From an optimization exercise on the open Yosys and OpenROAD flow, aimed at small area, a short achievable clock period and few clock cycles per item; shortcuts taken in it are not production practice. The RTL was checked by simulation tests, not by an equivalence proof against the original design.

### flow/config.mk
export PLATFORM = sky130hd
export DESIGN_NAME = ahb_lite_fir_filter
export DESIGN_NICKNAME = ahb_lite_fir_filter
export VERILOG_FILES = /design/flow/design.v
export SDC_FILE = /design/flow/constraint.sdc
export NUM_CORES = 4
export LEC_CHECK = 0
export ABC_AREA = 1
export CAP_MARGIN = 20
export CORE_MARGIN = 2
export CORE_UTILIZATION = 40
export SETUP_SLACK_MARGIN = 5
export SLEW_MARGIN = 20
### flow/constraint.sdc
create_clock -name core_clock -period 11.0 [get_ports {clk}]
set_input_delay 2.2000 -clock core_clock [delete_from_list [all_inputs] [get_ports {clk}]]
set_output_delay 2.2000 -clock core_clock [all_outputs]
set_load 0.01 [all_outputs]
### flow/design.v
module mul_csa (
  input  wire [15:0] x,
  input  wire [8:0]  one,
  input  wire [8:0]  two,
  input  wire [7:0]  neg,
  output wire [22:0] a,
  output wire [22:0] b,
  output wire        cl
);
  wire pp0_0 = ((one[0] & x[0])) ^ neg[0];
  wire pp0_1 = ((one[0] & x[1]) | (two[0] & x[0])) ^ neg[0];
  wire pp0_2 = ((one[0] & x[2]) | (two[0] & x[1])) ^ neg[0];
  wire pp0_3 = ((one[0] & x[3]) | (two[0] & x[2])) ^ neg[0];
  wire pp0_4 = ((one[0] & x[4]) | (two[0] & x[3])) ^ neg[0];
  wire pp0_5 = ((one[0] & x[5]) | (two[0] & x[4])) ^ neg[0];
  wire pp0_6 = ((one[0] & x[6]) | (two[0] & x[5])) ^ neg[0];
  wire pp0_7 = ((one[0] & x[7]) | (two[0] & x[6])) ^ neg[0];
  wire pp0_8 = ((one[0] & x[8]) | (two[0] & x[7])) ^ neg[0];
  wire pp0_9 = ((one[0] & x[9]) | (two[0] & x[8])) ^ neg[0];
  wire pp0_10 = ((one[0] & x[10]) | (two[0] & x[9])) ^ neg[0];
  wire pp0_11 = ((one[0] & x[11]) | (two[0] & x[10])) ^ neg[0];
  wire pp0_12 = ((one[0] & x[12]) | (two[0] & x[11])) ^ neg[0];
  wire pp0_13 = ((one[0] & x[13]) | (two[0] & x[12])) ^ neg[0];
  wire pp0_14 = ((one[0] & x[14]) | (two[0] & x[13])) ^ neg[0];
  wire pp0_15 = ((one[0] & x[15]) | (two[0] & x[14])) ^ neg[0];
  wire pp0_16 = ((two[0] & x[15])) ^ neg[0];
  wire ns0 = ~neg[0];
  wire pp1_0 = ((one[1] & x[0])) ^ neg[1];
  wire pp1_1 = ((one[1] & x[1]) | (two[1] & x[0])) ^ neg[1];
  wire pp1_2 = ((one[1] & x[2]) | (two[1] & x[1])) ^ neg[1];
  wire pp1_3 = ((one[1] & x[3]) | (two[1] & x[2])) ^ neg[1];
  wire pp1_4 = ((one[1] & x[4]) | (two[1] & x[3])) ^ neg[1];
  wire pp1_5 = ((one[1] & x[5]) | (two[1] & x[4])) ^ neg[1];
  wire pp1_6 = ((one[1] & x[6]) | (two[1] & x[5])) ^ neg[1];
  wire pp1_7 = ((one[1] & x[7]) | (two[1] & x[6])) ^ neg[1];
  wire pp1_8 = ((one[1] & x[8]) | (two[1] & x[7])) ^ neg[1];
  wire pp1_9 = ((one[1] & x[9]) | (two[1] & x[8])) ^ neg[1];
  wire pp1_10 = ((one[1] & x[10]) | (two[1] & x[9])) ^ neg[1];
  wire pp1_11 = ((one[1] & x[11]) | (two[1] & x[10])) ^ neg[1];
  wire pp1_12 = ((one[1] & x[12]) | (two[1] & x[11])) ^ neg[1];
  wire pp1_13 = ((one[1] & x[13]) | (two[1] & x[12])) ^ neg[1];
  wire pp1_14 = ((one[1] & x[14]) | (two[1] & x[13])) ^ neg[1];
  wire pp1_15 = ((one[1] & x[15]) | (two[1] & x[14])) ^ neg[1];
  wire pp1_16 = ((two[1] & x[15])) ^ neg[1];
  wire ns1 = ~neg[1];
  wire pp2_0 = ((one[2] & x[0])) ^ neg[2];
  wire pp2_1 = ((one[2] & x[1]) | (two[2] & x[0])) ^ neg[2];
  wire pp2_2 = ((one[2] & x[2]) | (two[2] & x[1])) ^ neg[2];
  wire pp2_3 = ((one[2] & x[3]) | (two[2] & x[2])) ^ neg[2];
  wire pp2_4 = ((one[2] & x[4]) | (two[2] & x[3])) ^ neg[2];
  wire pp2_5 = ((one[2] & x[5]) | (two[2] & x[4])) ^ neg[2];
  wire pp2_6 = ((one[2] & x[6]) | (two[2] & x[5])) ^ neg[2];
  wire pp2_7 = ((one[2] & x[7]) | (two[2] & x[6])) ^ neg[2];
  wire pp2_8 = ((one[2] & x[8]) | (two[2] & x[7])) ^ neg[2];
  wire pp2_9 = ((one[2] & x[9]) | (two[2] & x[8])) ^ neg[2];
  wire pp2_10 = ((one[2] & x[10]) | (two[2] & x[9])) ^ neg[2];
  wire pp2_11 = ((one[2] & x[11]) | (two[2] & x[10])) ^ neg[2];
  wire pp2_12 = ((one[2] & x[12]) | (two[2] & x[11])) ^ neg[2];
  wire pp2_13 = ((one[2] & x[13]) | (two[2] & x[12])) ^ neg[2];
  wire pp2_14 = ((one[2] & x[14]) | (two[2] & x[13])) ^ neg[2];
  wire pp2_15 = ((one[2] & x[15]) | (two[2] & x[14])) ^ neg[2];
  wire pp2_16 = ((two[2] & x[15])) ^ neg[2];
  wire ns2 = ~neg[2];
  wire pp3_0 = ((one[3] & x[0])) ^ neg[3];
  wire pp3_1 = ((one[3] & x[1]) | (two[3] & x[0])) ^ neg[3];
  wire pp3_2 = ((one[3] & x[2]) | (two[3] & x[1])) ^ neg[3];
  wire pp3_3 = ((one[3] & x[3]) | (two[3] & x[2])) ^ neg[3];
  wire pp3_4 = ((one[3] & x[4]) | (two[3] & x[3])) ^ neg[3];
  wire pp3_5 = ((one[3] & x[5]) | (two[3] & x[4])) ^ neg[3];
  wire pp3_6 = ((one[3] & x[6]) | (two[3] & x[5])) ^ neg[3];
  wire pp3_7 = ((one[3] & x[7]) | (two[3] & x[6])) ^ neg[3];
  wire pp3_8 = ((one[3] & x[8]) | (two[3] & x[7])) ^ neg[3];
  wire pp3_9 = ((one[3] & x[9]) | (two[3] & x[8])) ^ neg[3];
  wire pp3_10 = ((one[3] & x[10]) | (two[3] & x[9])) ^ neg[3];
  wire pp3_11 = ((one[3] & x[11]) | (two[3] & x[10])) ^ neg[3];
  wire pp3_12 = ((one[3] & x[12]) | (two[3] & x[11])) ^ neg[3];
  wire pp3_13 = ((one[3] & x[13]) | (two[3] & x[12])) ^ neg[3];
  wire pp3_14 = ((one[3] & x[14]) | (two[3] & x[13])) ^ neg[3];
  wire pp3_15 = ((one[3] & x[15]) | (two[3] & x[14])) ^ neg[3];
  wire pp3_16 = ((two[3] & x[15])) ^ neg[3];
  wire ns3 = ~neg[3];
  wire pp4_0 = ((one[4] & x[0])) ^ neg[4];
  wire pp4_1 = ((one[4] & x[1]) | (two[4] & x[0])) ^ neg[4];
  wire pp4_2 = ((one[4] & x[2]) | (two[4] & x[1])) ^ neg[4];
  wire pp4_3 = ((one[4] & x[3]) | (two[4] & x[2])) ^ neg[4];
  wire pp4_4 = ((one[4] & x[4]) | (two[4] & x[3])) ^ neg[4];
  wire pp4_5 = ((one[4] & x[5]) | (two[4] & x[4])) ^ neg[4];
  wire pp4_6 = ((one[4] & x[6]) | (two[4] & x[5])) ^ neg[4];
  wire pp4_7 = ((one[4] & x[7]) | (two[4] & x[6])) ^ neg[4];
  wire pp4_8 = ((one[4] & x[8]) | (two[4] & x[7])) ^ neg[4];
  wire pp4_9 = ((one[4] & x[9]) | (two[4] & x[8])) ^ neg[4];
  wire pp4_10 = ((one[4] & x[10]) | (two[4] & x[9])) ^ neg[4];
  wire pp4_11 = ((one[4] & x[11]) | (two[4] & x[10])) ^ neg[4];
  wire pp4_12 = ((one[4] & x[12]) | (two[4] & x[11])) ^ neg[4];
  wire pp4_13 = ((one[4] & x[13]) | (two[4] & x[12])) ^ neg[4];
  wire pp4_14 = ((one[4] & x[14]) | (two[4] & x[13])) ^ neg[4];
  wire pp4_15 = ((one[4] & x[15]) | (two[4] & x[14])) ^ neg[4];
  wire pp4_16 = ((two[4] & x[15])) ^ neg[4];
  wire ns4 = ~neg[4];
  wire pp5_0 = ((one[5] & x[0])) ^ neg[5];
  wire pp5_1 = ((one[5] & x[1]) | (two[5] & x[0])) ^ neg[5];
  wire pp5_2 = ((one[5] & x[2]) | (two[5] & x[1])) ^ neg[5];
  wire pp5_3 = ((one[5] & x[3]) | (two[5] & x[2])) ^ neg[5];
  wire pp5_4 = ((one[5] & x[4]) | (two[5] & x[3])) ^ neg[5];
  wire pp5_5 = ((one[5] & x[5]) | (two[5] & x[4])) ^ neg[5];
  wire pp5_6 = ((one[5] & x[6]) | (two[5] & x[5])) ^ neg[5];
  wire pp5_7 = ((one[5] & x[7]) | (two[5] & x[6])) ^ neg[5];
  wire pp5_8 = ((one[5] & x[8]) | (two[5] & x[7])) ^ neg[5];
  wire pp5_9 = ((one[5] & x[9]) | (two[5] & x[8])) ^ neg[5];
  wire pp5_10 = ((one[5] & x[10]) | (two[5] & x[9])) ^ neg[5];
  wire pp5_11 = ((one[5] & x[11]) | (two[5] & x[10])) ^ neg[5];
  wire pp5_12 = ((one[5] & x[12]) | (two[5] & x[11])) ^ neg[5];
  wire pp5_13 = ((one[5] & x[13]) | (two[5] & x[12])) ^ neg[5];
  wire pp5_14 = ((one[5] & x[14]) | (two[5] & x[13])) ^ neg[5];
  wire pp5_15 = ((one[5] & x[15]) | (two[5] & x[14])) ^ neg[5];
  wire pp5_16 = ((two[5] & x[15])) ^ neg[5];
  wire ns5 = ~neg[5];
  wire pp6_0 = ((one[6] & x[0])) ^ neg[6];
  wire pp6_1 = ((one[6] & x[1]) | (two[6] & x[0])) ^ neg[6];
  wire pp6_2 = ((one[6] & x[2]) | (two[6] & x[1])) ^ neg[6];
  wire pp6_3 = ((one[6] & x[3]) | (two[6] & x[2])) ^ neg[6];
  wire pp6_4 = ((one[6] & x[4]) | (two[6] & x[3])) ^ neg[6];
  wire pp6_5 = ((one[6] & x[5]) | (two[6] & x[4])) ^ neg[6];
  wire pp6_6 = ((one[6] & x[6]) | (two[6] & x[5])) ^ neg[6];
  wire pp6_7 = ((one[6] & x[7]) | (two[6] & x[6])) ^ neg[6];
  wire pp6_8 = ((one[6] & x[8]) | (two[6] & x[7])) ^ neg[6];
  wire pp6_9 = ((one[6] & x[9]) | (two[6] & x[8])) ^ neg[6];
  wire pp6_10 = ((one[6] & x[10]) | (two[6] & x[9])) ^ neg[6];
  wire pp6_11 = ((one[6] & x[11]) | (two[6] & x[10])) ^ neg[6];
  wire pp6_12 = ((one[6] & x[12]) | (two[6] & x[11])) ^ neg[6];
  wire pp6_13 = ((one[6] & x[13]) | (two[6] & x[12])) ^ neg[6];
  wire pp6_14 = ((one[6] & x[14]) | (two[6] & x[13])) ^ neg[6];
  wire pp6_15 = ((one[6] & x[15]) | (two[6] & x[14])) ^ neg[6];
  wire pp6_16 = ((two[6] & x[15])) ^ neg[6];
  wire ns6 = ~neg[6];
  wire pp7_0 = ((one[7] & x[0])) ^ neg[7];
  wire pp7_1 = ((one[7] & x[1]) | (two[7] & x[0])) ^ neg[7];
  wire pp7_2 = ((one[7] & x[2]) | (two[7] & x[1])) ^ neg[7];
  wire pp7_3 = ((one[7] & x[3]) | (two[7] & x[2])) ^ neg[7];
  wire pp7_4 = ((one[7] & x[4]) | (two[7] & x[3])) ^ neg[7];
  wire pp7_5 = ((one[7] & x[5]) | (two[7] & x[4])) ^ neg[7];
  wire pp7_6 = ((one[7] & x[6]) | (two[7] & x[5])) ^ neg[7];
  wire pp7_7 = ((one[7] & x[7]) | (two[7] & x[6])) ^ neg[7];
  wire pp7_8 = ((one[7] & x[8]) | (two[7] & x[7])) ^ neg[7];
  wire pp7_9 = ((one[7] & x[9]) | (two[7] & x[8])) ^ neg[7];
  wire pp7_10 = ((one[7] & x[10]) | (two[7] & x[9])) ^ neg[7];
  wire pp7_11 = ((one[7] & x[11]) | (two[7] & x[10])) ^ neg[7];
  wire pp7_12 = ((one[7] & x[12]) | (two[7] & x[11])) ^ neg[7];
  wire pp7_13 = ((one[7] & x[13]) | (two[7] & x[12])) ^ neg[7];
  wire pp7_14 = ((one[7] & x[14]) | (two[7] & x[13])) ^ neg[7];
  wire pp7_15 = ((one[7] & x[15]) | (two[7] & x[14])) ^ neg[7];
  wire pp7_16 = ((two[7] & x[15])) ^ neg[7];
  wire ns7 = ~neg[7];
  wire pp8_0 = one[8] & x[0];
  wire pp8_1 = one[8] & x[1];
  wire pp8_2 = one[8] & x[2];
  wire pp8_3 = one[8] & x[3];
  wire pp8_4 = one[8] & x[4];
  wire pp8_5 = one[8] & x[5];
  wire pp8_6 = one[8] & x[6];
  wire pp8_7 = one[8] & x[7];
  wire pp8_8 = one[8] & x[8];
  wire pp8_9 = one[8] & x[9];
  wire pp8_10 = one[8] & x[10];
  wire pp8_11 = one[8] & x[11];
  wire pp8_12 = one[8] & x[12];
  wire pp8_13 = one[8] & x[13];
  wire pp8_14 = one[8] & x[14];
  wire pp8_15 = one[8] & x[15];
  wire s1 = neg[5] ^ pp0_10;
  wire c2 = neg[5] & pp0_10;
  wire s3 = pp0_11 ^ pp1_9;
  wire c4 = pp0_11 & pp1_9;
  wire s5 = neg[6] ^ pp0_12 ^ pp1_10;
  wire c6 = (neg[6] & pp0_12) | (pp1_10 & (neg[6] ^ pp0_12));
  wire s7 = pp2_8 ^ pp3_6;
  wire c8 = pp2_8 & pp3_6;
  wire s9 = pp0_13 ^ pp1_11 ^ pp2_9;
  wire c10 = (pp0_13 & pp1_11) | (pp2_9 & (pp0_13 ^ pp1_11));
  wire s11 = pp3_7 ^ pp4_5;
  wire c12 = pp3_7 & pp4_5;
  wire s13 = neg[7] ^ pp0_14 ^ pp1_12;
  wire c14 = (neg[7] & pp0_14) | (pp1_12 & (neg[7] ^ pp0_14));
  wire s15 = pp2_10 ^ pp3_8 ^ pp4_6;
  wire c16 = (pp2_10 & pp3_8) | (pp4_6 & (pp2_10 ^ pp3_8));
  wire s17 = pp5_4 ^ pp6_2;
  wire c18 = pp5_4 & pp6_2;
  wire s19 = pp0_15 ^ pp1_13 ^ pp2_11;
  wire c20 = (pp0_15 & pp1_13) | (pp2_11 & (pp0_15 ^ pp1_13));
  wire s21 = pp3_9 ^ pp4_7 ^ pp5_5;
  wire c22 = (pp3_9 & pp4_7) | (pp5_5 & (pp3_9 ^ pp4_7));
  wire s23 = pp6_3 ^ pp7_1;
  wire c24 = pp6_3 & pp7_1;
  wire s25 = pp0_16 ^ pp1_14 ^ pp2_12;
  wire c26 = (pp0_16 & pp1_14) | (pp2_12 & (pp0_16 ^ pp1_14));
  wire s27 = pp3_10 ^ pp4_8 ^ pp5_6;
  wire c28 = (pp3_10 & pp4_8) | (pp5_6 & (pp3_10 ^ pp4_8));
  wire s29 = pp6_4 ^ pp7_2 ^ pp8_0;
  wire c30 = (pp6_4 & pp7_2) | (pp8_0 & (pp6_4 ^ pp7_2));
  wire s31 = neg[0] ^ pp1_15 ^ pp2_13;
  wire c32 = (neg[0] & pp1_15) | (pp2_13 & (neg[0] ^ pp1_15));
  wire s33 = pp3_11 ^ pp4_9 ^ pp5_7;
  wire c34 = (pp3_11 & pp4_9) | (pp5_7 & (pp3_11 ^ pp4_9));
  wire s35 = pp6_5 ^ pp7_3 ^ pp8_1;
  wire c36 = (pp6_5 & pp7_3) | (pp8_1 & (pp6_5 ^ pp7_3));
  wire s37 = neg[0] ^ pp1_16 ^ pp2_14;
  wire c38 = (neg[0] & pp1_16) | (pp2_14 & (neg[0] ^ pp1_16));
  wire s39 = pp3_12 ^ pp4_10 ^ pp5_8;
  wire c40 = (pp3_12 & pp4_10) | (pp5_8 & (pp3_12 ^ pp4_10));
  wire s41 = pp6_6 ^ pp7_4 ^ pp8_2;
  wire c42 = (pp6_6 & pp7_4) | (pp8_2 & (pp6_6 ^ pp7_4));
  wire s43 = ns0 ^ ns1 ^ pp2_15;
  wire c44 = (ns0 & ns1) | (pp2_15 & (ns0 ^ ns1));
  wire s45 = pp3_13 ^ pp4_11 ^ pp5_9;
  wire c46 = (pp3_13 & pp4_11) | (pp5_9 & (pp3_13 ^ pp4_11));
  wire s47 = pp6_7 ^ pp7_5 ^ pp8_3;
  wire c48 = (pp6_7 & pp7_5) | (pp8_3 & (pp6_7 ^ pp7_5));
  wire s49 = 1'b1 ^ pp2_16 ^ pp3_14;
  wire c50 = (1'b1 & pp2_16) | (pp3_14 & (1'b1 ^ pp2_16));
  wire s51 = pp4_12 ^ pp5_10 ^ pp6_8;
  wire c52 = (pp4_12 & pp5_10) | (pp6_8 & (pp4_12 ^ pp5_10));
  wire s53 = pp7_6 ^ pp8_4;
  wire c54 = pp7_6 & pp8_4;
  wire s55 = ns2 ^ pp3_15 ^ pp4_13;
  wire c56 = (ns2 & pp3_15) | (pp4_13 & (ns2 ^ pp3_15));
  wire s57 = pp5_11 ^ pp6_9 ^ pp7_7;
  wire c58 = (pp5_11 & pp6_9) | (pp7_7 & (pp5_11 ^ pp6_9));
  wire s59 = 1'b1 ^ pp3_16 ^ pp4_14;
  wire c60 = (1'b1 & pp3_16) | (pp4_14 & (1'b1 ^ pp3_16));
  wire s61 = pp5_12 ^ pp6_10;
  wire c62 = pp5_12 & pp6_10;
  wire s63 = ns3 ^ pp4_15 ^ pp5_13;
  wire c64 = (ns3 & pp4_15) | (pp5_13 & (ns3 ^ pp4_15));
  wire s65 = 1'b1 ^ pp4_16;
  wire c66 = 1'b1 & pp4_16;
  wire s67 = neg[3] ^ pp0_6;
  wire c68 = neg[3] & pp0_6;
  wire s69 = pp0_7 ^ pp1_5;
  wire c70 = pp0_7 & pp1_5;
  wire s71 = neg[4] ^ pp0_8 ^ pp1_6;
  wire c72 = (neg[4] & pp0_8) | (pp1_6 & (neg[4] ^ pp0_8));
  wire s73 = pp2_4 ^ pp3_2;
  wire c74 = pp2_4 & pp3_2;
  wire s75 = pp0_9 ^ pp1_7 ^ pp2_5;
  wire c76 = (pp0_9 & pp1_7) | (pp2_5 & (pp0_9 ^ pp1_7));
  wire s77 = pp3_3 ^ pp4_1;
  wire c78 = pp3_3 & pp4_1;
  wire s79 = pp1_8 ^ pp2_6 ^ pp3_4;
  wire c80 = (pp1_8 & pp2_6) | (pp3_4 & (pp1_8 ^ pp2_6));
  wire s81 = pp4_2 ^ pp5_0 ^ s1;
  wire c82 = (pp4_2 & pp5_0) | (s1 & (pp4_2 ^ pp5_0));
  wire s83 = pp2_7 ^ pp3_5 ^ pp4_3;
  wire c84 = (pp2_7 & pp3_5) | (pp4_3 & (pp2_7 ^ pp3_5));
  wire s85 = pp5_1 ^ c2 ^ s3;
  wire c86 = (pp5_1 & c2) | (s3 & (pp5_1 ^ c2));
  wire s87 = pp4_4 ^ pp5_2 ^ pp6_0;
  wire c88 = (pp4_4 & pp5_2) | (pp6_0 & (pp4_4 ^ pp5_2));
  wire s89 = c4 ^ s5 ^ s7;
  wire c90 = (c4 & s5) | (s7 & (c4 ^ s5));
  wire s91 = pp5_3 ^ pp6_1 ^ c6;
  wire c92 = (pp5_3 & pp6_1) | (c6 & (pp5_3 ^ pp6_1));
  wire s93 = c8 ^ s9 ^ s11;
  wire c94 = (c8 & s9) | (s11 & (c8 ^ s9));
  wire s95 = pp7_0 ^ c10 ^ c12;
  wire c96 = (pp7_0 & c10) | (c12 & (pp7_0 ^ c10));
  wire s97 = s13 ^ s15 ^ s17;
  wire c98 = (s13 & s15) | (s17 & (s13 ^ s15));
  wire s99 = c14 ^ c16 ^ c18;
  wire c100 = (c14 & c16) | (c18 & (c14 ^ c16));
  wire s101 = s19 ^ s21 ^ s23;
  wire c102 = (s19 & s21) | (s23 & (s19 ^ s21));
  wire s103 = c20 ^ c22 ^ c24;
  wire c104 = (c20 & c22) | (c24 & (c20 ^ c22));
  wire s105 = s25 ^ s27 ^ s29;
  wire c106 = (s25 & s27) | (s29 & (s25 ^ s27));
  wire s107 = c26 ^ c28 ^ c30;
  wire c108 = (c26 & c28) | (c30 & (c26 ^ c28));
  wire s109 = s31 ^ s33 ^ s35;
  wire c110 = (s31 & s33) | (s35 & (s31 ^ s33));
  wire s111 = c32 ^ c34 ^ c36;
  wire c112 = (c32 & c34) | (c36 & (c32 ^ c34));
  wire s113 = s37 ^ s39 ^ s41;
  wire c114 = (s37 & s39) | (s41 & (s37 ^ s39));
  wire s115 = c38 ^ c40 ^ c42;
  wire c116 = (c38 & c40) | (c42 & (c38 ^ c40));
  wire s117 = s43 ^ s45 ^ s47;
  wire c118 = (s43 & s45) | (s47 & (s43 ^ s45));
  wire s119 = c44 ^ c46 ^ c48;
  wire c120 = (c44 & c46) | (c48 & (c44 ^ c46));
  wire s121 = s49 ^ s51 ^ s53;
  wire c122 = (s49 & s51) | (s53 & (s49 ^ s51));
  wire s123 = pp8_5 ^ c50 ^ c52;
  wire c124 = (pp8_5 & c50) | (c52 & (pp8_5 ^ c50));
  wire s125 = c54 ^ s55 ^ s57;
  wire c126 = (c54 & s55) | (s57 & (c54 ^ s55));
  wire s127 = pp7_8 ^ pp8_6 ^ c56;
  wire c128 = (pp7_8 & pp8_6) | (c56 & (pp7_8 ^ pp8_6));
  wire s129 = c58 ^ s59 ^ s61;
  wire c130 = (c58 & s59) | (s61 & (c58 ^ s59));
  wire s131 = pp6_11 ^ pp7_9 ^ pp8_7;
  wire c132 = (pp6_11 & pp7_9) | (pp8_7 & (pp6_11 ^ pp7_9));
  wire s133 = c60 ^ c62 ^ s63;
  wire c134 = (c60 & c62) | (s63 & (c60 ^ c62));
  wire s135 = pp5_14 ^ pp6_12 ^ pp7_10;
  wire c136 = (pp5_14 & pp6_12) | (pp7_10 & (pp5_14 ^ pp6_12));
  wire s137 = pp8_8 ^ c64 ^ s65;
  wire c138 = (pp8_8 & c64) | (s65 & (pp8_8 ^ c64));
  wire s139 = ns4 ^ pp5_15 ^ pp6_13;
  wire c140 = (ns4 & pp5_15) | (pp6_13 & (ns4 ^ pp5_15));
  wire s141 = pp7_11 ^ pp8_9 ^ c66;
  wire c142 = (pp7_11 & pp8_9) | (c66 & (pp7_11 ^ pp8_9));
  wire s143 = 1'b1 ^ pp5_16 ^ pp6_14;
  wire c144 = (1'b1 & pp5_16) | (pp6_14 & (1'b1 ^ pp5_16));
  wire s145 = pp7_12 ^ pp8_10;
  wire c146 = pp7_12 & pp8_10;
  wire s147 = ns5 ^ pp6_15 ^ pp7_13;
  wire c148 = (ns5 & pp6_15) | (pp7_13 & (ns5 ^ pp6_15));
  wire s149 = 1'b1 ^ pp6_16;
  wire c150 = 1'b1 & pp6_16;
  wire s151 = neg[2] ^ pp0_4;
  wire c152 = neg[2] & pp0_4;
  wire s153 = pp0_5 ^ pp1_3;
  wire c154 = pp0_5 & pp1_3;
  wire s155 = pp1_4 ^ pp2_2 ^ pp3_0;
  wire c156 = (pp1_4 & pp2_2) | (pp3_0 & (pp1_4 ^ pp2_2));
  wire s157 = pp2_3 ^ pp3_1 ^ c68;
  wire c158 = (pp2_3 & pp3_1) | (c68 & (pp2_3 ^ pp3_1));
  wire s159 = pp4_0 ^ c70 ^ s71;
  wire c160 = (pp4_0 & c70) | (s71 & (pp4_0 ^ c70));
  wire s161 = c72 ^ c74 ^ s75;
  wire c162 = (c72 & c74) | (s75 & (c72 ^ c74));
  wire s163 = c76 ^ c78 ^ s79;
  wire c164 = (c76 & c78) | (s79 & (c76 ^ c78));
  wire s165 = c80 ^ s83 ^ c82;
  wire c166 = (c80 & s83) | (c82 & (c80 ^ s83));
  wire s167 = c84 ^ s87 ^ c86;
  wire c168 = (c84 & s87) | (c86 & (c84 ^ s87));
  wire s169 = c88 ^ c90 ^ s91;
  wire c170 = (c88 & c90) | (s91 & (c88 ^ c90));
  wire s171 = c92 ^ c94 ^ s95;
  wire c172 = (c92 & c94) | (s95 & (c92 ^ c94));
  wire s173 = c96 ^ c98 ^ s99;
  wire c174 = (c96 & c98) | (s99 & (c96 ^ c98));
  wire s175 = c100 ^ c102 ^ s103;
  wire c176 = (c100 & c102) | (s103 & (c100 ^ c102));
  wire s177 = c104 ^ c106 ^ s107;
  wire c178 = (c104 & c106) | (s107 & (c104 ^ c106));
  wire s179 = c108 ^ c110 ^ s111;
  wire c180 = (c108 & c110) | (s111 & (c108 ^ c110));
  wire s181 = c112 ^ c114 ^ s115;
  wire c182 = (c112 & c114) | (s115 & (c112 ^ c114));
  wire s183 = c116 ^ c118 ^ s119;
  wire c184 = (c116 & c118) | (s119 & (c116 ^ c118));
  wire s185 = c120 ^ c122 ^ s123;
  wire c186 = (c120 & c122) | (s123 & (c120 ^ c122));
  wire s187 = c124 ^ c126 ^ s127;
  wire c188 = (c124 & c126) | (s127 & (c124 ^ c126));
  wire s189 = s131 ^ c128 ^ c130;
  wire c190 = (s131 & c128) | (c130 & (s131 ^ c128));
  wire s191 = c132 ^ s135 ^ c134;
  wire c192 = (c132 & s135) | (c134 & (c132 ^ s135));
  wire s193 = c136 ^ s139 ^ c138;
  wire c194 = (c136 & s139) | (c138 & (c136 ^ s139));
  wire s195 = c140 ^ s143 ^ s145;
  wire c196 = (c140 & s143) | (s145 & (c140 ^ s143));
  wire s197 = pp8_11 ^ c144 ^ c146;
  wire c198 = (pp8_11 & c144) | (c146 & (pp8_11 ^ c144));
  wire s199 = pp7_14 ^ pp8_12 ^ c148;
  wire c200 = (pp7_14 & pp8_12) | (c148 & (pp7_14 ^ pp8_12));
  wire s201 = ns6 ^ pp7_15 ^ pp8_13;
  wire c202 = (ns6 & pp7_15) | (pp8_13 & (ns6 ^ pp7_15));
  wire s203 = 1'b1 ^ pp7_16;
  wire c204 = 1'b1 & pp7_16;
  wire s205 = neg[1] ^ pp0_2;
  wire c206 = neg[1] & pp0_2;
  wire s207 = pp0_3 ^ pp1_1;
  wire c208 = pp0_3 & pp1_1;
  wire s209 = pp1_2 ^ pp2_0 ^ s151;
  wire c210 = (pp1_2 & pp2_0) | (s151 & (pp1_2 ^ pp2_0));
  wire s211 = pp2_1 ^ c152 ^ s153;
  wire c212 = (pp2_1 & c152) | (s153 & (pp2_1 ^ c152));
  wire s213 = s67 ^ c154 ^ s155;
  wire c214 = (s67 & c154) | (s155 & (s67 ^ c154));
  wire s215 = s69 ^ c156 ^ s157;
  wire c216 = (s69 & c156) | (s157 & (s69 ^ c156));
  wire s217 = s73 ^ c158 ^ s159;
  wire c218 = (s73 & c158) | (s159 & (s73 ^ c158));
  wire s219 = s77 ^ c160 ^ s161;
  wire c220 = (s77 & c160) | (s161 & (s77 ^ c160));
  wire s221 = s81 ^ c162 ^ s163;
  wire c222 = (s81 & c162) | (s163 & (s81 ^ c162));
  wire s223 = s85 ^ c164 ^ s165;
  wire c224 = (s85 & c164) | (s165 & (s85 ^ c164));
  wire s225 = s89 ^ c166 ^ s167;
  wire c226 = (s89 & c166) | (s167 & (s89 ^ c166));
  wire s227 = s93 ^ c168 ^ s169;
  wire c228 = (s93 & c168) | (s169 & (s93 ^ c168));
  wire s229 = s97 ^ c170 ^ s171;
  wire c230 = (s97 & c170) | (s171 & (s97 ^ c170));
  wire s231 = s101 ^ c172 ^ s173;
  wire c232 = (s101 & c172) | (s173 & (s101 ^ c172));
  wire s233 = s105 ^ c174 ^ s175;
  wire c234 = (s105 & c174) | (s175 & (s105 ^ c174));
  wire s235 = s109 ^ c176 ^ s177;
  wire c236 = (s109 & c176) | (s177 & (s109 ^ c176));
  wire s237 = s113 ^ c178 ^ s179;
  wire c238 = (s113 & c178) | (s179 & (s113 ^ c178));
  wire s239 = s117 ^ c180 ^ s181;
  wire c240 = (s117 & c180) | (s181 & (s117 ^ c180));
  wire s241 = s121 ^ c182 ^ s183;
  wire c242 = (s121 & c182) | (s183 & (s121 ^ c182));
  wire s243 = s125 ^ c184 ^ s185;
  wire c244 = (s125 & c184) | (s185 & (s125 ^ c184));
  wire s245 = s129 ^ c186 ^ s187;
  wire c246 = (s129 & c186) | (s187 & (s129 ^ c186));
  wire s247 = s133 ^ c188 ^ s189;
  wire c248 = (s133 & c188) | (s189 & (s133 ^ c188));
  wire s249 = s137 ^ c190 ^ s191;
  wire c250 = (s137 & c190) | (s191 & (s137 ^ c190));
  wire s251 = s141 ^ c192 ^ s193;
  wire c252 = (s141 & c192) | (s193 & (s141 ^ c192));
  wire s253 = c142 ^ s195 ^ c194;
  wire c254 = (c142 & s195) | (c194 & (c142 ^ s195));
  wire s255 = s147 ^ c196 ^ s197;
  wire c256 = (s147 & c196) | (s197 & (s147 ^ c196));
  wire s257 = s149 ^ c198 ^ s199;
  wire c258 = (s149 & c198) | (s199 & (s149 ^ c198));
  wire s259 = c150 ^ s201 ^ c200;
  wire c260 = (c150 & s201) | (c200 & (c150 ^ s201));
  wire s261 = pp8_14 ^ c202 ^ s203;
  wire c262 = (pp8_14 & c202) | (s203 & (pp8_14 ^ c202));
  wire [7:0] la = {c214, c212, c210, c208, c206, pp1_0, pp0_1, neg[0]};
  wire [7:0] lb = {s215, s213, s211, s209, s207, s205, 1'b0, pp0_0};
  wire [8:0] ls = {1'b0, la} + {1'b0, lb};
  assign cl = ls[8];
  assign a[0] = c216;
  assign b[0] = s217;
  assign a[1] = c218;
  assign b[1] = s219;
  assign a[2] = c220;
  assign b[2] = s221;
  assign a[3] = c222;
  assign b[3] = s223;
  assign a[4] = c224;
  assign b[4] = s225;
  assign a[5] = c226;
  assign b[5] = s227;
  assign a[6] = c228;
  assign b[6] = s229;
  assign a[7] = c230;
  assign b[7] = s231;
  assign a[8] = c232;
  assign b[8] = s233;
  assign a[9] = c234;
  assign b[9] = s235;
  assign a[10] = c236;
  assign b[10] = s237;
  assign a[11] = c238;
  assign b[11] = s239;
  assign a[12] = c240;
  assign b[12] = s241;
  assign a[13] = c242;
  assign b[13] = s243;
  assign a[14] = c244;
  assign b[14] = s245;
  assign a[15] = c246;
  assign b[15] = s247;
  assign a[16] = c248;
  assign b[16] = s249;
  assign a[17] = c250;
  assign b[17] = s251;
  assign a[18] = c252;
  assign b[18] = s253;
  assign a[19] = c254;
  assign b[19] = s255;
  assign a[20] = c256;
  assign b[20] = s257;
  assign a[21] = c258;
  assign b[21] = s259;
  assign a[22] = c260;
  assign b[22] = s261;
endmodule
module booth_enc (
    input  wire [15:0] c,
    output wire [8:0]  one,
    output wire [8:0]  two,
    output wire [7:0]  neg
);
    wire [18:0] ce = {2'b00, c, 1'b0};
    genvar j;
    generate
        for (j = 0; j < 9; j = j + 1) begin : g
            wire b2 = ce[2*j+2];
            wire b1 = ce[2*j+1];
            wire b0 = ce[2*j];
            assign one[j] = b1 ^ b0;
            assign two[j] = (b2 & ~b1 & ~b0) | (~b2 & b1 & b0);
            if (j < 8) begin : gn
                assign neg[j] = b2;
            end
        end
    endgenerate
endmodule
module prefix16 (
    input  wire [15:0] g,
    input  wire [15:0] p,
    output wire        G,
    output wire        P
);
    wire [7:0] ga, pa;
    wire [3:0] gb, pb;
    wire [1:0] gc, pc;
    genvar i;
    generate
        for (i = 0; i < 8; i = i + 1) begin : l1
            assign ga[i] = g[2*i+1] | (p[2*i+1] & g[2*i]);
            assign pa[i] = p[2*i+1] & p[2*i];
        end
        for (i = 0; i < 4; i = i + 1) begin : l2
            assign gb[i] = ga[2*i+1] | (pa[2*i+1] & ga[2*i]);
            assign pb[i] = pa[2*i+1] & pa[2*i];
        end
        for (i = 0; i < 2; i = i + 1) begin : l3
            assign gc[i] = gb[2*i+1] | (pb[2*i+1] & gb[2*i]);
            assign pc[i] = pb[2*i+1] & pb[2*i];
        end
    endgenerate
    assign G = gc[1] | (pc[1] & gc[0]);
    assign P = pc[1] & pc[0];
endmodule
module ahb_lite_fir_filter (
    input  wire        clk,
    input  wire        n_rst,
    input  wire        hsel,
    input  wire [3:0]  haddr,
    input  wire        hsize,
    input  wire [1:0]  htrans,
    input  wire        hwrite,
    input  wire [15:0] hwdata,
    output reg  [15:0] hrdata,
    output reg         hresp
);
    wire xfer = hsel & (htrans != 2'b00);
    always @(*) begin
        hresp = 1'b0;
        if (xfer) begin
            if (hwrite) hresp = (haddr[3:2] == 2'b00) | (haddr == 4'd15);
            else        hresp = (haddr == 4'd15);
        end
    end
    wire wr_ok    = xfer & hwrite & (haddr[3:2] != 2'b00) & (haddr != 4'd15);
    wire s_wr_nx  = wr_ok & (haddr[3:1] == 3'd2);
    reg        wv;           
    reg        hw_lo;        
    reg        hw_hi;
    reg [3:0]  wa;
    reg        ws;
    reg [3:0]  ra;           
    reg        rs;
    always @(posedge clk, negedge n_rst) begin
        if (!n_rst) begin
            wv <= 1'b0; hw_lo <= 1'b0; hw_hi <= 1'b0;
        end else begin
            wv    <= wr_ok;
            hw_lo <= s_wr_nx & (hsize | ~haddr[0]);
            hw_hi <= s_wr_nx & (hsize | haddr[0]);
        end
    end
    always @(posedge clk) begin
        wa <= haddr;
        ws <= hsize;
        ra <= haddr;
        rs <= hsize;
    end
    wire w_lo  = ws | ~wa[0];
    wire w_hi  = ws | wa[0];
    wire s_wr  = hw_lo | hw_hi;                        
    wire ld    = wv & (wa == 4'd14) & hwdata[0];       
    wire [3:0] f_wr;
    assign f_wr[0] = wv & (wa[3:1] == 3'd3);
    assign f_wr[1] = wv & (wa[3:1] == 3'd4);
    assign f_wr[2] = wv & (wa[3:1] == 3'd5);
    assign f_wr[3] = wv & (wa[3:1] == 3'd6);
    reg [15:0] F0, F1, F2, F3;       
    reg [15:0] C0, C1, C2, C3;       
    reg [15:0] S, H1, H2;            
    reg [15:0] result;               
    reg        rneg;                 
    reg        err;
    reg [1:0] zf0, zf1, zf2, zf3;    
    reg [1:0] zc0, zc1, zc2, zc3;    
    reg       zs, zh1, zh2, zr;      
    always @(posedge clk, negedge n_rst) begin
        if (!n_rst) begin
            zf0 <= 2'b11; zf1 <= 2'b11; zf2 <= 2'b11; zf3 <= 2'b11;
            zc0 <= 2'b11; zc1 <= 2'b11; zc2 <= 2'b11; zc3 <= 2'b11;
        end else begin
            if (f_wr[0] & w_lo) zf0[0] <= 1'b0;
            if (f_wr[0] & w_hi) zf0[1] <= 1'b0;
            if (f_wr[1] & w_lo) zf1[0] <= 1'b0;
            if (f_wr[1] & w_hi) zf1[1] <= 1'b0;
            if (f_wr[2] & w_lo) zf2[0] <= 1'b0;
            if (f_wr[2] & w_hi) zf2[1] <= 1'b0;
            if (f_wr[3] & w_lo) zf3[0] <= 1'b0;
            if (f_wr[3] & w_hi) zf3[1] <= 1'b0;
            if (ld) begin
                zc0 <= zf0; zc1 <= zf1; zc2 <= zf2; zc3 <= zf3;
            end
        end
    end
    always @(posedge clk) begin
        begin
            if (f_wr[0] & w_lo) F0[7:0]  <= hwdata[7:0];
            if (f_wr[0] & w_hi) F0[15:8] <= hwdata[15:8];
            if (f_wr[1] & w_lo) F1[7:0]  <= hwdata[7:0];
            if (f_wr[1] & w_hi) F1[15:8] <= hwdata[15:8];
            if (f_wr[2] & w_lo) F2[7:0]  <= hwdata[7:0];
            if (f_wr[2] & w_hi) F2[15:8] <= hwdata[15:8];
            if (f_wr[3] & w_lo) F3[7:0]  <= hwdata[7:0];
            if (f_wr[3] & w_hi) F3[15:8] <= hwdata[15:8];
        end
    end
    always @(posedge clk) begin
        if (ld) begin
            C0 <= F0; C1 <= F1; C2 <= F2; C3 <= F3;
        end
    end
    wire [15:0] F0v = {zf0[1] ? 8'd0 : F0[15:8], zf0[0] ? 8'd0 : F0[7:0]};
    wire [15:0] F1v = {zf1[1] ? 8'd0 : F1[15:8], zf1[0] ? 8'd0 : F1[7:0]};
    wire [15:0] F2v = {zf2[1] ? 8'd0 : F2[15:8], zf2[0] ? 8'd0 : F2[7:0]};
    wire [15:0] F3v = {zf3[1] ? 8'd0 : F3[15:8], zf3[0] ? 8'd0 : F3[7:0]};
    wire [15:0] C3v = {zc3[1] ? 8'd0 : C3[15:8], zc3[0] ? 8'd0 : C3[7:0]};
    localparam J_IDLE = 3'd0, J_L3 = 3'd1, J_L2 = 3'd2, J_W2 = 3'd3, J_T1 = 3'd4;
    localparam T_NONE = 3'd0, T_P0 = 3'd5, T_L3 = 3'd1, T_L2 = 3'd2, T_W2 = 3'd3, T_T1 = 3'd4;
    reg        pend;         
    reg        acc_ok;       
    reg [2:0]  jq;           
    reg        shifted;      
    reg        msh;          
    reg [1:0]  mbk;          
    reg [2:0]  tag;          
    reg [2:0]  mop;          
    reg        sx_s, sx_h1, sx_h2;           
    reg        sc0, sc1, sc2, sc3;           
    reg [17:0] ACC;          
    wire complete_now = pend & acc_ok & (tag == T_P0);
    wire step = (mop != T_P0);
    wire gs  = sx_s  & ~zs;
    wire gh1 = sx_h1 & ~zh1;
    wire gh2 = sx_h2 & ~zh2;
    wire [15:0] xo = ({16{gs}} & S) | ({16{gh1}} & H1) | ({16{gh2}} & H2);
    wire [7:0] ca_lo = ({8{sc0 & ~zc0[0]}} & C0[7:0]) | ({8{sc1 & ~zc1[0]}} & C1[7:0])
                     | ({8{sc2 & ~zc2[0]}} & C2[7:0]) | ({8{sc3 & ~zc3[0]}} & C3[7:0]);
    wire [7:0] ca_hi = ({8{sc0 & ~zc0[1]}} & C0[15:8]) | ({8{sc1 & ~zc1[1]}} & C1[15:8])
                     | ({8{sc2 & ~zc2[1]}} & C2[15:8]) | ({8{sc3 & ~zc3[1]}} & C3[15:8]);
    wire [15:0] ca = {ca_hi, ca_lo};
    wire [15:0] xa = {hw_hi ? hwdata[15:8] : xo[15:8], hw_lo ? hwdata[7:0] : xo[7:0]};
    wire [8:0] a_one, a_two;
    wire [7:0] a_neg;
    booth_enc ENCA (.c(ca), .one(a_one), .two(a_two), .neg(a_neg));
    wire [22:0] ma_a, ma_b;
    wire        ma_c;
    mul_csa MA (.x(xa), .one(a_one), .two(a_two), .neg(a_neg), .a(ma_a), .b(ma_b), .cl(ma_c));
    reg [22:0] pa, pb;
    reg        pcl;
    always @(posedge clk) begin
        pa  <= ma_a;
        pb  <= ma_b;
        pcl <= ma_c;
    end
    wire [24:0] U2  = {1'b0, pa, 1'b1} + {1'b0, pb, pcl};
    wire [23:0] U   = U2[24:1];
    wire [15:0] T   = U[22:7];
    wire [7:0]  lo2 = {1'b0, pa[6:0]} + {1'b0, pb[6:0]} + {7'd0, pcl};
    wire        cin = lo2[7];
    wire [15:0] ph  = pa[22:7];
    wire [15:0] qh  = pb[22:7];
    wire [15:0] nk  = ~ACC[15:0];
    wire [15:0] sv  = ph ^ qh ^ nk;
    wire [15:0] cm  = (ph & qh) | (ph & nk) | (qh & nk);
    wire [15:0] g1 = ph & qh;
    wire [15:0] p1 = ph | qh;
    wire [15:0] g2 = sv & {cm[14:0], 1'b0};
    wire [15:0] p2 = sv | {cm[14:0], 1'b0};
    wire gw, pw, gr, pr;
    prefix16 PW (.g(g1), .p(p1), .G(gw), .P(pw));
    prefix16 PR (.g(g2), .p(p2), .G(gr), .P(pr));
    wire w    = gw | (pw & cin);
    wire c16  = gr | (pr & cin);
    wire ovf3 = ~ACC[17] & ACC[16];
    wire err4 = ACC[17] & (w ? (cm[15] & c16) : (cm[15] | c16));
    wire err_n = ovf3 | err4;
    wire        a_sub = (tag == T_P0) | (tag == T_L2) | (tag == T_W2);
    wire [17:0] a_op  = (tag == T_W2) ? {2'b00, M3} : (tag == T_L3) ? 18'd0 : ACC;
    wire [18:0] a_s2  = {a_op, 1'b1} + {{2'b00, T} ^ {18{a_sub}}, a_sub};
    wire [17:0] a_sum = a_s2[18:1];
    wire        mb_act = (mbk != 2'd3);
    wire [15:0] xm = ({16{~msh & ~zh1}} & H1) | ({16{msh & ~zh2}} & H2);
    reg  [2:0]  mneg, mone, mtwo;    
    wire [16:0] mg0 = ({17{mone[0]}} & {1'b0, xm}) | ({17{mtwo[0]}} & {xm, 1'b0});
    wire [16:0] mg1 = ({17{mone[1]}} & {1'b0, xm}) | ({17{mtwo[1]}} & {xm, 1'b0});
    wire [16:0] mg2 = ({17{mone[2]}} & {1'b0, xm}) | ({17{mtwo[2]}} & {xm, 1'b0});
    reg         mbp;                 
    reg  [21:0] mbacc;
    wire [15:0] M3 = mbacc[15:0];
    wire [26:0] r0 = {{8{mneg[0]}}, mg0 ^ {17{mneg[0]}}, 1'b0, (mbk != 2'd0) & mbp};
    wire [26:0] r1 = {{6{mneg[1]}}, mg1 ^ {17{mneg[1]}}, 1'b0, mneg[0], 2'b00};
    wire [26:0] r2 = {{4{mneg[2]}}, mg2 ^ {17{mneg[2]}}, 1'b0, mneg[1], 4'b0000};
    wire [26:0] r3 = (mbk == 2'd0) ? 27'd0 : {{6{mbacc[21]}}, mbacc[21:1]};
    wire [26:0] k1s = r0 ^ r1 ^ r2;
    wire [26:0] k1c = {((r0 & r1) | (r0 & r2) | (r1 & r2)), 1'b0};
    wire [26:0] k2s = k1s ^ k1c ^ r3;
    wire [26:0] k2c = {((k1s & k1c) | (k1s & r3) | (k1c & r3)), 1'b0};
    wire [26:0] mbsum = k2s + k2c;
    always @(posedge clk) begin
        if (mb_act) begin
            mbacc <= mbsum[26:5];
            mbp   <= mneg[2];
        end
        if (tag == T_L3 || tag == T_L2 || tag == T_W2 || tag == T_T1) ACC <= a_sum;
    end
    reg [2:0] jq_n;
    always @(*) begin
        if (ld)        jq_n = J_L3;
        else if (step) jq_n = (mop == T_L3) ? J_L2 : (mop == T_T1) ? J_IDLE : J_T1;
        else           jq_n = complete_now ? J_W2 : jq;
    end
    wire [2:0] tag_n    = ld ? T_NONE : mop;
    wire       pend_n   = s_wr | (pend & ~complete_now);
    wire       acc_ok_n = ~ld & ~complete_now & (acc_ok | (tag == T_T1));
    wire       shift_n  = ~ld & ~complete_now & (shifted | s_wr);
    wire [1:0] mbk_n    = (ld | complete_now) ? 2'd0 : (mbk == 2'd3) ? 2'd3 : mbk + 2'd1;
    wire       cpl_nx = pend_n & acc_ok_n & (tag_n == T_P0);
    wire [2:0] jq_nx  = cpl_nx ? J_W2 : jq_n;
    wire       sh_nx  = shift_n & ~cpl_nx;
    reg  [2:0] mop_n;
    always @(*) begin
        if (s_wr_nx) mop_n = T_P0;
        else case (jq_nx)
            J_L3:    mop_n = T_L3;
            J_L2:    mop_n = T_L2;
            J_W2:    mop_n = T_W2;
            J_T1:    mop_n = T_T1;
            default: mop_n = T_P0;
        endcase
    end
    wire [15:0] c3_n = ld ? F3v : C3v;
    wire [18:0] c3e  = {2'b00, c3_n, 1'b0};
    reg  [6:0]  cw;
    always @(*) begin
        case (mbk_n)
            2'd0:    cw = c3e[6:0];
            2'd1:    cw = c3e[12:6];
            default: cw = c3e[18:12];
        endcase
    end
    reg [2:0] mneg_n, mone_n, mtwo_n;
    integer q;
    always @(*) begin
        for (q = 0; q < 3; q = q + 1) begin
            mone_n[q] = cw[2*q+1] ^ cw[2*q];
            mtwo_n[q] = (cw[2*q+2] & ~cw[2*q+1] & ~cw[2*q]) | (~cw[2*q+2] & cw[2*q+1] & cw[2*q]);
            mneg_n[q] = cw[2*q+2];
        end
    end
    always @(posedge clk, negedge n_rst) begin
        if (!n_rst) begin
            mone <= 3'd0; mtwo <= 3'd0; mneg <= 3'd0;
        end else begin
            mone <= mone_n; mtwo <= mtwo_n; mneg <= mneg_n;
        end
    end
    always @(posedge clk, negedge n_rst) begin
        if (!n_rst) begin
            zs <= 1'b1; zh1 <= 1'b1; zh2 <= 1'b1; zr <= 1'b1;
            err <= 1'b0;
            pend <= 1'b0; acc_ok <= 1'b0;
            jq <= J_L3; shifted <= 1'b0; msh <= 1'b0; mbk <= 2'd0; tag <= T_NONE;
            mop <= T_L3;
            sx_s <= 1'b0; sx_h1 <= 1'b0; sx_h2 <= 1'b1;
            sc0 <= 1'b0; sc1 <= 1'b0; sc2 <= 1'b0; sc3 <= 1'b1;
        end else begin
            if (s_wr) begin
                zs  <= 1'b0;
                zh1 <= zs;
                zh2 <= zh1;
            end
            if (complete_now) begin
                err <= err_n;
                zr  <= 1'b0;
            end
            if (ld) err <= 1'b0;
            pend    <= pend_n;
            acc_ok  <= acc_ok_n;
            jq      <= jq_n;
            shifted <= shift_n;
            msh     <= ~ld & ~complete_now & (msh | s_wr);
            mbk     <= mbk_n;
            tag     <= tag_n;
            mop     <= mop_n;
            sx_s    <= (mop_n == T_P0) | ((mop_n == T_T1) & ~sh_nx);
            sx_h1   <= ((mop_n == T_T1) & sh_nx) | (((mop_n == T_L2) | (mop_n == T_W2)) & ~sh_nx);
            sx_h2   <= (mop_n == T_L3) | (((mop_n == T_L2) | (mop_n == T_W2)) & sh_nx);
            sc0     <= (mop_n == T_P0);
            sc1     <= (mop_n == T_T1);
            sc2     <= (mop_n == T_L2) | (mop_n == T_W2);
            sc3     <= (mop_n == T_L3);
        end
    end
    always @(posedge clk) begin
        if (s_wr) begin
            S  <= xa;
            H1 <= S;
            H2 <= H1;
        end
        if (complete_now) begin
            result <= a_sum[15:0];
            rneg   <= a_sum[17];
        end
    end
    wire busy_o = pend & ~complete_now;
    wire err_o  = complete_now ? err_n : err;
    wire [15:0] rmag = rneg ? (~result + 16'd1) : result;
    reg [15:0] rv;
    always @(*) begin
        case (ra[3:1])
            3'd0:    rv = {7'd0, err_o, 7'd0, busy_o};
            3'd1:    rv = zr ? 16'd0 : rmag;
            3'd2:    rv = zs ? 16'd0 : S;
            3'd3:    rv = F0v;
            3'd4:    rv = F1v;
            3'd5:    rv = F2v;
            3'd6:    rv = F3v;
            default: rv = 16'd0;
        endcase
        hrdata[15:8] = (rs | ra[0])  ? rv[15:8] : 8'd0;
        hrdata[7:0]  = (rs | ~ra[0]) ? rv[7:0]  : 8'd0;
    end
endmodule
### flow/flow/run.sh
#!/bin/bash
bash standard.sh SETUP_SLACK_MARGIN=5.7 "BUFFER_PORTS_ARGS=-buffer_cell sky130_fd_sc_hd__buf_2" finish > standard.log 2>&1
### flow/standard.sh
#!/bin/bash
# synth_recipe.tcl (not shown) runs the flow's synth.tcl, then flattens the netlist and writes it again
# the make line also repeats each setting of config.mk as NAME=value (left out here)
make -C /OpenROAD-flow-scripts/flow DESIGN_CONFIG=/design/flow/config.mk WORK_HOME=/design/flow/orfs CLKGATE_MAP_FILE= SYNTH_SCRIPT=/design/flow/synth_recipe.tcl "${@:-finish}"
==> run_results.csv, run 1 <==
group,metric,value,unit
logic_synthesis,ys_seq_area_share,37.6,%
worst_setup_path,path_max_fanout,9,
logic_synthesis,synth_cell_types,61,
clocking,htree_levels,2,
clocking,cts_hold_buf,0,
worst_setup_path,crit_start,"ra[2]$_DFF_P_",
die,dieHeight,255,µm
layout,finalInstanceArea,27700,µm²
sta,setup-tns-final,0,ns
place,portBuffers,43,
logic_synthesis,synth-async-reset-ratio,16.1,%
global_route,grt_pass1_vias,19600,
sta,hold_viol,0,
layout,fin_nets,3074,
clocking,cts-root-buf,"clkbuf_16",
place,dp_hpwl,56200,µm
layout,post-route-util,44.3,%
logic_synthesis,synth-main-ff-cell,"edfxtp_1",
die,die_w,255,µm
clocking,tritoncts,"built",
logic_synthesis,synth_fp_nets,3035,
layout,syn2layout_area_growth,10.1,%
worst_hold_path,worstHoldPathCells,0,
logic_synthesis,ys_ff_latch,341,
worst_setup_path,arrival,3.07,ns
logic_synthesis,yosysWarnings,1,
logic_synthesis,syn_area_per_cell,9.21,µm²
sta,period_share,47.9,%
route,via_per_inst,5.36,
run,cap_violations,0,
outcome,status,"no timing/DRC/antenna violations",
route,wl_per_cell,20.2,µm
clocking,worstSkewPairLatency,0.61,ns
global_route,grt-ovfl-total,0,
route,antenna_left,0,
route,drt-total-wl,73700,µm
place,place_congestion,0.919,
die,core_area,62600,µm²
clocking,path_clk_slew,0.06,ns
route,drtIter0Drc,2027,
clocking,cts_buffers,40,
sta,fmax,0.190,GHz
global_route,grt_max_degree,78,
sta,slew_viol_final,0,
sta,worstMarginPinSlew,1.04,ns
sta,slew_headroom,30.8,%
worst_setup_path,endpoint_kind,"primary output",
worst_setup_path,r2r_cells,16,
die,rows,92,
logic_synthesis,synth_edf_count,234,
worst_setup_path,cp-start-kind,"flip-flop",
place,dpl_cell_area,26300,µm²
worst_setup_path,cp.required,8.80,ns
worst_hold_path,min-delay-start,"S[1]$_DFFE_PP_",
sta,rsz0062_at_grt,"true",
sta,finalSetupViolCount,0,
layout,num_antenna_cells,0,
global_route,grt_first_pass_wirelength,114000,µm
global_route,grt_usage,23.0,%
clocking,cts_sinks,341,
die,initial_core_util,40.2,%
die,ios,44,
logic_synthesis,syn_area,25200,µm²
route,vias,19600,
sta,finClkSkew,0.0514,ns
logic_synthesis,synth_cells,2736,
global_route,grt_antenna_before_repair,2,
worst_setup_path,rr_startpoint,"zc2[1]$_DFFE_PN1P_",
route,drc_errors,0,
worst_hold_path,hold_class,"reg2reg",
route,dr.pass1.iters,6,
layout,drive_above_1_share,9.55,%
sta,min_period,5.27,ns
worst_setup_path,crit_type,"reg2out",
die,dieArea,65000,µm²
clocking,clockBufferDepth,3,
critical path, stage by stage (launching register included):
cell and delay [ns]:
dfxtp_1 0.32, inv_1 0.14, nor2_1 0.06, inv_1 0.08, nor2_1 0.06, nand2_1 0.44
o21ai_0 0.15, a211oi_1 0.65, o21ai_0 0.18, inv_1 0.14, a21oi_4 0.09, buf_6 0.13
per-stage QoR:
step | worst slack, ns | cells | hold slack, ns
global route | 5.59 | 3653 | 0.450
CTS | 5.62 | 3651 | 0.435
global placement | 5.25 | 3577 | 0.430
finish | 5.73 | 3653 | 0.438
floorplan | 5.79 | 2736 | 0.426
detailed placement | 5.24 | 3577 | 0.435
layout make-up:
type,count,area (µm²)
clock buffer,54,1090
clock inverter,20,214
fill,6012,34900
inverter,521,1980
multi-input combinational,1794,13400
sequential,341,9480
tap,846,1060
timing repair buffer,77,477
state kept, by name, summed over array words and instances (netlist names), 18 cells and up:
signal / cells
ACC: 18
mbacc: 22
pa: 23
pb: 23
synthesized netlist by cell type (8+ instances only):
cell type	instances	area [µm²]
o21a_1	10	75.1
clkinv_1	8	30.0
nor3_1	32	160
xnor2_1	33	289
o22ai_1	187	1170
nand2_2	14	87.6
edfxtp_1	234	7030
fa_1	162	3240
a31oi_1	22	138
buf_4	10	75.1
a32oi_1	9	78.8
xor2_1	215	1880
dfrtp_1	31	776
dfxtp_1	52	1040
nand2_1	373	1400
ha_1	110	1380
nand3_1	111	556
inv_1	498	1870
o22ai_2	29	363
buf_2	33	165
inv_2	12	45.0
dfstp_2	24	631
a21oi_1	101	505
clkbuf_1	31	116
nor2_1	177	664
o21ai_0	101	505
nand4_1	15	93.8
cells in the final DEF (no fill, tap or decap), types with 34 or more instances in the layout:
cell         n
a21oi_1    100
buf_2       42
buf_4       34
clkbuf_16   41
dfxtp_1     51
edfxtp_1   234
fa_1       162
ha_1       110
inv_1      492
nand2_1    370
nand3_1    110
nor2_1     174
o21ai_0     93
o22ai_1    186
xor2_1     215
cells by family (layout without fill, tap and decap cells):
kind of cell    Yosys count  after routing  synth area share [%]
simple gates            752            752                  12.7
xor+xnor                248            248                  8.62
buf+inv                 601            672                  9.42
fa+ha+maj               272            272                  18.3
flops                   341            341                  37.6
compound gates          522            522                  13.3
repair_timing:
action,in CTS,in global routing
buffers inserted,0,2
setup endpoints to repair,22,25
cloned,0,0
pin swaps,0,6
gates resized for setup,8,28
final timing paths:
path | end | slack (ns)
max | hrdata[8] | 5.73
min | H1[1]$_DFFE_PP_ | 0.44
max reg2reg | pb[14]$_DFF_P_ | 5.82
min reg2reg | H1[1]$_DFFE_PP_ | 0.44
max in group asynchronous | tag[2]$_DFF_PN0_ | 8.78
min in group asynchronous | sc1$_DFF_PN0_ | 1.73
per-layer routing:
layer / vias up / track usage [%] / part of all wire [%]
li1: 9140 / - / -
met1: 9499 / 32.7 / 45
met2: 833 / 36.6 / 45
met3: 116 / 3.04 / 7.6
met4: 0 / 6.85 / 2.5
met5: - / 0 / 0
Testbench counts, summed over its fixed seeds: cycles 4,880, samples 1,600.
==> run 2, diff against run 1 <==
--- a/flow/config.mk
+++ b/flow/config.mk
@@ -9,5 +9,7 @@
 export CAP_MARGIN = 20
 export CORE_MARGIN = 2
 export CORE_UTILIZATION = 40
+export CTS_CLUSTER_DIAMETER = 120
+export CTS_CLUSTER_SIZE = 22
 export SETUP_SLACK_MARGIN = 5
 export SLEW_MARGIN = 20
==> run 2 against run 1 <==
  * Flip-flop and latch count is the same
  * Via count shrank 0.35%
  * Routed wire length shrank 0.86%
  * Non-clock buffer count is the same
  * First-iteration DRC count shrank 0.54%
  * Utilization shrank 1.1 points
  * Fmax grew 0.51%
  * Final cell count shrank 1.0%
  * Worst setup slack gained 0.027 ns
  * Cell area shrank 2.5%
  * Worst hold slack gained 0.0040 ns
==> run_results.csv, run 2 <==
group,metric,value,unit
logic_synthesis,synth-main-ff-cell,"edfxtp_1",
route,wl_per_cell,20.2,µm
worst_hold_path,hold_class,"reg2reg",
die,initial_core_util,40.2,%
clocking,worstSkewPairLatency,0.58,ns
global_route,grt_pass1_vias,19300,
die,ios,44,
layout,fin_cells,3616,
route,antenna_left,0,
clocking,htree_levels,1,
route,drt-total-wl,73000,µm
logic_synthesis,synth_edf_count,234,
worst_setup_path,r2r_slack,5.83,ns
global_route,grt-ovfl-total,0,
die,dieArea,65000,µm²
logic_synthesis,ys_ff_latch,341,
layout,post-route-util,43.2,%
layout,syn2layout_area_growth,7.39,%
logic_synthesis,synthTopCellsByCount,"inv_1 (498), nand2_1 (373), edfxtp_1 (234)",
layout,drive_above_1_share,8.31,%
die,dieHeight,255,µm
sta,worstMarginPinSlew,1.03,ns
logic_synthesis,synth_most_common_cell,"inv_1",
sta,setup-tns-final,0,ns
layout,final_cell_mix,"inv_1 (492), nand2_1 (371), edfxtp_1 (234)",
clocking,cts_hold_buf,0,
worst_setup_path,path_max_fanout,9,
sta,fmax,0.191,GHz
place,dp_hpwl,56200,µm
logic_synthesis,netlist_top_cells_area,"edfxtp_1 (28%), fa_1 (13%), xor2_1 (7.5%)",
worst_setup_path,cp-start-kind,"flip-flop",
route,dr.pass1.iters,5,
global_route,grt_antenna_before_repair,1,
logic_synthesis,synth_fp_nets,3035,
worst_setup_path,arrival,3.05,ns
sta,hold_viol,0,
sta,rsz0062_at_grt,"true",
die,rows,92,
sta,slew_headroom,31.5,%
global_route,grt_first_pass_wirelength,113000,µm
sta,finClkSkew,0.0338,ns
die,core_area,62600,µm²
logic_synthesis,syn_area_per_cell,9.21,µm²
route,vias,19500,
logic_synthesis,yosysWarnings,1,
sta,min_period,5.25,ns
clocking,cts_sinks,341,
sta,period_share,47.7,%
route,drc_errors,0,
logic_synthesis,synth-async-reset-ratio,16.1,%
run,cap_violations,0,
clocking,cts_buffers,20,
place,place_congestion,0.919,
layout,top_regs,"pa x23, pb x23, mbacc x22",
route,via_per_inst,5.40,
sta,finalSetupViolCount,0,
logic_synthesis,synth_cell_types,61,
global_route,grt_usage,22.6,%
die,die_w,255,µm
worst_setup_path,endpoint_kind,"primary output",
place,placed_cells,3577,
logic_synthesis,ys_seq_area_share,37.6,%
layout,final_common_cell,"inv_1",
worst_setup_path,cp.required,8.80,ns
worst_setup_path,crit_type,"reg2out",
outcome,status,"no timing/DRC/antenna violations",
route,drtIter0Drc,2016,
clocking,cts-root-buf,"clkbuf_16",
layout,fin_nets,3054,
logic_synthesis,syn_area,25200,µm²
clocking,clockBufferDepth,3,
global_route,grt_max_degree,78,
logic_synthesis,synth_top_area_cell,"edfxtp_1",
place,portBuffers,43,
logic_synthesis,synth_cells,2736,
clocking,tritoncts,"built",
sta,whs,0.442,ns
logic_synthesis,synth_top_area_share,27.9,%
sta,slew_viol_final,0,
clocking,path_clk_slew,0.09,ns
-- run 2: layout make-up --
class | count | area (µm²)
multi-input cells | 1794 | 13400
fillers | 6078 | 35600
well taps | 846 | 1060
clock buffers | 32 | 567
flip-flops and latches | 341 | 9470
repair buffers | 77 | 477
diodes | 1 | 2.50
inverters | 521 | 1980
clock inverters | 4 | 52.6
-- run 2: cell families after synthesis --
family | Yosys count | synth area share (%)
AO/OA/AOI/OAI | 522 | 13.3
XOR/XNOR | 248 | 8.62
adder cells (fa/ha/maj) | 272 | 18.3
buffers and inverters | 601 | 9.42
flip-flops | 341 | 37.6
AND/OR/NAND/NOR | 752 | 12.7
-- run 2: metrics by stage --
stage               setup slack (ns)  instance area, µm²
finish                          5.75               27100
global route                    5.57               27100
CTS                             5.65               26900
detailed placement              5.24               26300
global placement                5.25               26300
floorplan                       5.79               25200
-- run 2: timing repair --
item,in CTS,in global routing
setup buffers,0,2
gates cloned,0,0
setup endpoints to repair,20,24
pin swaps,0,4
gates resized for setup,7,27
-- run 2: final timing paths --
kind | from | to | cells after the start
max | ra[2]$_DFF_P_ | hrdata[3] | 9
min | F2[8]$_DFFE_PP_ | C2[8]$_DFFE_PP_ | 0
max reg2reg | zc2[1]$_DFFE_PN1P_ | pb[14]$_DFF_P_ | 16
min reg2reg | F2[8]$_DFFE_PP_ | C2[8]$_DFFE_PP_ | 0
max in group asynchronous | n_rst | mbk[1]$_DFF_PN0_ | 2
min in group asynchronous | n_rst | sc1$_DFF_PN0_ | 2
-- run 2: metal layers --
metal  share of wire (%)  GRT usage, %  wire (µm)  vias to the layer above
met1                  45          32.7      32600                     9510
met4                 2.0          5.28       1490                        0
met2                  46          36.5      33300                      824
met5                   0             0          0                        -
met3                 7.7          2.42       5640                       98
li1                    -             -          -                     9087
-- run 2: critical path, stage by stage (launching register included) --
cell        delay, ns
dfxtp_1          0.33
inv_1            0.14
nor2_1           0.06
inv_1            0.08
nor2_1           0.06
nand2_1          0.45
clkinvlp_4       0.44
a211oi_1         0.63
nor2_1           0.09
buf_2            0.18

## static timing again, ports no longer ideal
Ports are ideal in the flow. The routed layouts listed here were re-timed in OpenROAD.
Step 1 sets driving cells, clkbuf_16 on the clock port and buf_2 on the other inputs (assumed; they add their load-dependent delay and slew).
Step 2, shift: input delay + t, output delay - t, t = (earliest + latest rising clock arrival at the registers) / 2. This alone moves slack from input paths to output paths.
a / b / c = ideal ports / drivers / drivers and shift; a / b = the first two.
run	shift t [ns]	setup slack, ns	hold slack, ns
run 1	0.642	5.726 / 5.666 / 5.257	0.438 / 0.438 / 0.438
run 2	0.626	5.753 / 5.690 / 5.299	0.442 / 0.442 / 0.442
After both steps every run listed still meets setup and hold. For run 1, which loses most, drivers alone change the setup slack by -0.060 ns; drivers and shift together by -0.469 ns.
